Background: an optimization exercise with open tools, aiming at small area. Do not read the settings as production practice.
The RTL was checked by simulation tests, not by an equivalence proof against the original design.

## flow/design.v (module list and top-level ports; edited modules follow where they fit)
// module sgap_conv: 4411 lines
// module fa_cell: 3 lines
// module ha_cell: 3 lines
// module g_and2: 3 lines
// module g_xa: 3 lines
module sgap_conv(clk,reset,ops,filterWeight2,filterWeight3,filterOut2,filterOut3,operands,data,sum);
  // ...
==> flow/flow/run.sh <==
#!/bin/bash
set -euo pipefail
W=$(pwd)
sed 's#^  log_cmd abc {\*}$abc_args#  set abc_args [lreplace $abc_args 0 1 -script '"$W"'/flow/area.abc]\n  log_cmd abc {*}$abc_args#' \
  "$FLOW_HOME/scripts/synth.tcl" > "$W/own_synth_body.tcl"
grep -q "flow/area.abc" "$W/own_synth_body.tcl"
sed 's#source $::env(SCRIPTS_DIR)/synth.tcl#source '"$W"'/own_synth_body.tcl#' synth_recipe.tcl > "$W/own_synth.tcl"
grep -q own_synth_body "$W/own_synth.tcl"
sed 's#SYNTH_SCRIPT=[^ ]*synth_recipe.tcl#SYNTH_SCRIPT='"$W"'/own_synth.tcl '"'"'BUFFER_PORTS_ARGS=-buffer_cell sky130_fd_sc_hd__buf_1'"'"' '"'"'CTS_ARGS=-sink_clustering_enable -repair_clock_nets -sink_clustering_size 16 -sink_clustering_max_diameter 100 -buf_list sky130_fd_sc_hd__clkbuf_8 -dont_use_dummy_load'"'"'#' \
  standard.sh > "$W/own_standard.sh"
grep -q own_synth.tcl "$W/own_standard.sh"
bash "$W/own_standard.sh" finish > "$W/flow.log" 2>&1
==> flow/flow/area.abc <==
strash
dch -f
amap
strash
dch -f
amap
==> flow/standard.sh <==
#!/bin/bash
# synth_recipe.tcl (not shown) runs the flow's synth.tcl, then flattens the netlist and writes it again
# the make line also repeats each setting of config.mk as NAME=value (left out here)
make -C /OpenROAD-flow-scripts/flow DESIGN_CONFIG=/design/flow/config.mk WORK_HOME=/design/flow/orfs CLKGATE_MAP_FILE= SYNTH_SCRIPT=/design/flow/synth_recipe.tcl "${@:-finish}"
==> flow/config.mk <==
export PLATFORM = sky130hd
export DESIGN_NAME = sgap_conv
export DESIGN_NICKNAME = sgap_conv
export VERILOG_FILES = /design/flow/design.v
export SDC_FILE = /design/flow/constraint.sdc
export NUM_CORES = 4
export LEC_CHECK = 0
export ABC_AREA = 1
export CAP_MARGIN = 20
export CORE_MARGIN = 2
export CORE_UTILIZATION = 40
export CTS_BUF_LIST = sky130_fd_sc_hd__clkbuf_8
export CTS_CLUSTER_DIAMETER = 100
export CTS_CLUSTER_SIZE = 16
export GPL_TIMING_DRIVEN = 0
export SLEW_MARGIN = 20
export SYNTH_HIERARCHICAL = 1
==> flow/constraint.sdc <==
create_clock -name core_clock -period 35.0 [get_ports {clk}]
set_input_delay 7.0000 -clock core_clock [delete_from_list [all_inputs] [get_ports {clk}]]
set_output_delay 7.0000 -clock core_clock [all_outputs]
set_load 0.01 [all_outputs]
==> impl_metrics.yaml, run 1 <==
final_layout:
  seqAreaFraction_pct: 10.9
  largest-register: "c2"
  most-common-layout-cells: "sky130_fd_sc_hd__fa_1 (855), sky130_fd_sc_hd__buf_1 (626), sky130_fd_sc_hd__nor2_1 (504)"
  final-seq-area_um2: 5080
  stdcell_area_um2: 46700
sta:
  grt_setup_unrepaired: "no"
  worst_slew_margin_rel_pct: 28.6
  hold_ws_ns: 0.335
run_status:
  outcome: "timing/DRC/antenna clean"
place:
  detailed_place.area_um2: 46300
  routabilityCongestion: 1.06
  dpl_worst_slack_ns: 1.63
  hpwlAfterDp_um: 165000
logic_synthesis:
  post_synth_xor_area_fraction_pct: 0
  synth.yosys.warnings: 7
  yosys_most_used_dff: "sky130_fd_sc_hd__dfxtp_1"
  synth.ff_latch_count: 239
  count_leader_synth: "sky130_fd_sc_hd__fa_1"
  synth_enable_flop_cells: 0
  post_synth_most_frequent_cells: "sky130_fd_sc_hd__fa_1 (855), sky130_fd_sc_hd__nor2_1 (505), sky130_fd_sc_hd__o22ai_1 (496)"
floorplan:
  die_height_um: 328
  core_footprint_um2: 105000
  floorplan.rows: 119
  well_tap_count: 1391
  die_x_um: 328
global_route:
  grt_pass1_wl_um: 267000
  grt_use_total_pct: 34.0
  globalRoute.totalOverflow: 0
cts:
  cts_htree_levels: 1
  tritoncts: "done"
  cts-hold-fix-buffers: 0
setup_path:
  cp_common_cell: "sky130_fd_sc_hd__nor2_1"
  cp-end-kind: "output port"
drt:
  drt_wl_total_um: 187000
  drc_errors: 0
  drt_iter0_drc: 4117
==> run 2: changes to the inputs <==
--- a/flow/design.v
+++ b/flow/design.v
@@ -4107,22 +4107,24 @@
 fa_cell t_fa749 (t_1443, t_1442, t_1496, t_1497, t_1498);
 wire t_1499;
 wire t_1500;
 fa_cell t_fa750 (t_1445, t_1444, t_1498, t_1499, t_1500);
 wire t_1501;
 wire t_1502;
 fa_cell t_fa751 (t_1392, t_1446, t_1500, t_1501, t_1502);
 wire [28:0] tot = {t_1502,t_1501,t_1499,t_1497,t_1495,t_1493,t_1491,t_1489,t_1487,t_1485,t_1483,t_1481,t_1479,t_1477,t_1475,t_1473,t_1471,t_1469,t_1467,t_1465,t_1463,t_1461,t_1459,t_1457,t_1455,t_1453,t_1451,t_1449,t_1447};
+reg v2;
 always @(posedge clk or negedge reset)
-  if (!reset) begin
-    acc <= 0; r <= 0;
-  end else begin
-    acc <= tot & {29{v1}}; r <= acc;
-  end
+  if (!reset) v2 <= 1'b0;
+  else v2 <= v1;
+always @(posedge clk) begin
+  acc <= tot & {29{v1}};
+  r <= acc;
+end
 reg [11:0] mx;
 reg [8:0] act;
 integer b, k;
 always @(*) begin
   act = 9'h1ff;
   for (b = 11; b >= 0; b = b - 1) begin
     mx[b] = 1'b0;
     for (k = 0; k < 9; k = k + 1)
@@ -4399,17 +4401,17 @@
   for (b = 11; b >= 0; b = b - 1) begin
     rem = {rem[3:0], asum[b]};
     avg[b] = (rem >= 5'd9);
     if (avg[b]) rem = rem - 5'd9;
   end
 end
 always @(*)
   case (ops)
-    2'b00: sum = {1'b0, r};
+    2'b00: sum = v2 ? {1'b0, r} : 30'b0;
     2'b01: sum = reset ? {18'b0, mx} : 30'b0;
     2'b10: sum = reset ? {18'b0, avg} : 30'b0;
     default: sum = data[29:0];
   endcase
 endmodule
 module fa_cell(input a, input b, input c, output s, output co);
 assign {co, s} = a + b + c;
 endmodule
==> run 2 against run 1 <==
  * Still clean
  * Sequential cell count rose by 1
  * Register-to-register slack hardly changed
  * Sequential share of layout area fell by 0.48 points
  * Critical path depth down 3
  * Core utilization increased by 0.13 points
  * Via count is 0.23% higher
  * First-iteration DRC count increased by 3.7%
  * Hold slack worse by 0.032 ns
  * Critical endpoint unchanged
==> impl_metrics.yaml, run 2 <==
logic_synthesis:
  synth_fa_ha_area_share_pct: 43.6
  synth.lib_cells_used.distinct: 41
  synth_top_family_by_area: "adder cells"
  post_synth_xor_area_fraction_pct: 0
  avgSynthCellArea_um2: 9.48
  synth_enable_flop_cells: 0
  sequential_area_share_after_synthesis_pct: 11.5
  yosys_most_used_dff: "sky130_fd_sc_hd__dfxtp_1"
  post_synth_instance_area_um2: 41800
  count_leader_synth: "sky130_fd_sc_hd__fa_1"
  syn_nets: 6064
  synth-compound-area-share_pct: 25.9
  synth.yosys.warnings: 7
  synth.top_cells.by_area: "sky130_fd_sc_hd__fa_1 (41%), sky130_fd_sc_hd__dfxtp_1 (11%), sky130_fd_sc_hd__o22ai_1 (7.3%), sky130_fd_sc_hd__o22a_1 (5.6%), sky130_fd_sc_hd__nor2_1 (4.6%)"
  yosys_top_cell_area_share_pct: 40.9
  yosys.area_share.simple_pct: 16.1
  synth.largest_area_cell: "sky130_fd_sc_hd__fa_1"
  asyncSetResetFlopFracSynth_pct: 0.833
  synth.ff_latch_count: 240
  post_synth_mux_area_share_pct: 0
  post_synth_most_frequent_cells: "sky130_fd_sc_hd__fa_1 (855), sky130_fd_sc_hd__nor2_1 (512), sky130_fd_sc_hd__o22ai_1 (486)"
  netlist_instances: 4414
setup_path:
  critical_path_arrival_ns: 25.47
  setup.worst_path.end: "sum[0]"
  regToRegSetupSlack_ns: 18.11
  worst_r2r_startpoint: "c2[96]$_DFF_P_"
  cp_data_required_time_ns: 28.00
  cp-end-kind: "output port"
  timing.reg2reg.worst_path_depth: 40
  endpoint_of_the_most_critical_register_to_register_path: "acc[27]$_DFF_P_"
  worst-path-max-fanout: 7
  timing.critical_path.from: "operands[96]"
  worstSetupPathType: "input port to output port"
  crit_path_start_kind: "input port"
  critical_path.max_stage_delay_ns: 0.59
  cp_common_cell: "sky130_fd_sc_hd__nor2_1"
  critPathSlowestCell: "sky130_fd_sc_hd__fa_1"
global_route:
  grt_antenna_before_repair: 23
  grt_use_total_pct: 33.7
  globalRoute.totalOverflow: 0
  grt_start_max_net_pins: 33
  number_of_global_route_vias_before_repair: 40000
  grt_pass1_wl_um: 266000
floorplan:
  die_x_um: 327
  core_footprint_um2: 104000
  ioPinCount: 734
  die_height_um: 327
  floorplan.rows: 118
  initial_core_util_pct: 40.4
  die_area_um2: 107000
drt:
  wl_met2_um: 83400
  drt_wl_total_um: 185000
  detailroute.via_count: 41100
  drt_iter0_drc: 4269
  detail_route.vias_per_cell: 6.36
  detail-route-antenna-nets: 0
  route.layer.met1.wl_um: 72700
  dr.max_layer_used: "met5"
  drc_errors: 0
  routed-wl-met3_um: 20600
  firstDrtPassIters: 6
  drt-wirelength-per-cell_um: 28.6
final_layout:
  reg_top3: "c2 (108), p3 (72)"
  layout.cells.most_common: "sky130_fd_sc_hd__fa_1"
  areaGrowthSynthToFinish_pct: 10.6
  post_route_cells_drive_above_1_share_pct: 0.553
  stdcell_area_um2: 46300
  most-common-layout-cells: "sky130_fd_sc_hd__fa_1 (855), sky130_fd_sc_hd__buf_1 (625), sky130_fd_sc_hd__nor2_1 (512)"
  fin_nets: 6716
  largest_register_ffs: 108
  largest-register: "c2"
sta:
  skew_ns: 0.0838
  post-route-period-util_pct: 92.8
  finalSetupTns_ns: 0
  setup_ws_ns: 2.53
  final_max_slew_viol_count: 0
  worst_pin_slew_ns: 1.13
  max_freq_ghz: 0.0308
  finalHoldViolCount: 0
  worst_slew_margin_rel_pct: 24.1
  setup-violations-final: 0
  grt_setup_unrepaired: "no"
  period_minus_slack_ns: 32.47
place:
  numPortBuffers: 627
  dpl_worst_slack_ns: 2.83
  hpwlAfterDp_um: 163000
  routabilityCongestion: 1.10
  detailed_place.area_um2: 45900
cts:
  clock-root-buffer: "sky130_fd_sc_hd__clkbuf_8"
  clock-sinks: 240
  tritoncts.num_buffers: 21
  tritoncts: "done"
  worstSkewPairLatency_ns: 0.68
  cts-hold-fix-buffers: 0
  max-clock-path-buffers: 3
  cts.repair_timing.setup_buffer_count: 0
  post_cts.resized_instances: 0
  cts_htree_levels: 1
  clk_pin_slew_ns: 0.09
job:
  max_cap_viol_count: 0
run_status:
  outcome: "timing/DRC/antenna clean"
worst_hold_path:
  min_path_type: "flip-flop to flip-flop"
==> run 2: routing by layer <==
| layer | global-route usage, % | up-vias |
|---|---|---|
| met2 | 53.7 | 2344 |
| met4 | 11.8 | 18 |
| met1 | 44.2 | 20400 |
| met3 | 9.22 | 331 |
| li1 | - | 18000 |
| met5 | 0 | - |
==> run 2: Yosys stat by module, one instance, submodules excluded <==
module | cells inside | area, µm²
sgap_conv | 3181 | 22400
fa_cell | 1 | 20.0
g_xa | 4 | 16.3
ha_cell | 1 | 12.5
g_and2 | 1 | 6.26
==> run 2: layout make-up <==
type | instances | area [µm²]
fill | 10200 | 57400
inverter | 319 | 1200
sequential | 240 | 4810
timing repair buffer | 629 | 2370
multi-input combinational | 3855 | 35800
clock buffer | 21 | 289
tap | 1380 | 1730
antenna | 13 | 32.5
==> run 2: stage by stage <==
step / instances / hold slack, ns / utilization [%]
floorplan: 4414 / 0.310 / -
global placement: 6421 / 0.311 / 44.3
detailed placement: 6422 / 0.312 / 44.3
CTS: 6443 / 0.332 / 44.6
global route: 6452 / 0.322 / 44.6
finish: 6457 / 0.303 / 44.6
==> run 2: worst max-delay path: cells and delay by family <==
kind | cells | cell delay, ns
buffers and inverters | 15 | 2.63
AOI/OAI and AO/OA | 31 | 8.69
and+or+nand+nor | 33 | 3.78
adders and majority gates | 9 | 3.34
==> run 2: worst min-delay path by stage <==
| stage | start | end | depth (start not counted) |
|---|---|---|---|
| after floorplan | acc[0]$_DFF_P_ | r[0]$_DFF_P_ | 0 |
| after global placement | acc[2]$_DFF_P_ | r[2]$_DFF_P_ | 0 |
| after detailed placement | acc[2]$_DFF_P_ | r[2]$_DFF_P_ | 0 |
| after CTS | acc[20]$_DFF_P_ | r[20]$_DFF_P_ | 0 |
| after global routing | acc[20]$_DFF_P_ | r[20]$_DFF_P_ | 0 |
| final | acc[20]$_DFF_P_ | r[20]$_DFF_P_ | 0 |
==> run 2: logic make-up after synthesis <==
logic type | count (synthesis)
AO/OA/AOI/OAI | 1491
adder cells (fa/ha/maj) | 946
buffers and inverters | 319
flip-flops | 240
other | 1
AND/OR/NAND/NOR | 1417

[afterwards: timing with drivers on the ports]
How much do the figures lean on ideal ports? The routed layouts below were timed once more, with nothing changed but the port constraints.
Step 1 (the two cells are an assumption about what drives the block):
set clk [get_ports {clk}]
set_driving_cell -lib_cell sky130_fd_sc_hd__clkbuf_16 $clk
set_driving_cell -lib_cell sky130_fd_sc_hd__buf_2 [delete_from_list [all_inputs] $clk]
Step 2 times the ports against the registers' clock, not the clock port: input delays grow and output delays shrink by t, the midpoint of the rising clock arrivals with the driver on.
a / b / c = ideal ports / drivers / drivers and shift; a / b = the first two.
run | t, ns | slack for setup (ns) | latest minus earliest clock arrival (ns)
run 1 | 0.718 | 2.272 / 2.235 / 2.235 | 0.044 / 0.044
run 2 | 0.722 | 2.525 / 2.434 / 2.434 | 0.100 / 0.101
After both steps setup and hold are still met in every run listed. For run 2, which loses most, drivers alone change the setup slack by -0.091 ns; drivers and shift together by -0.091 ns.
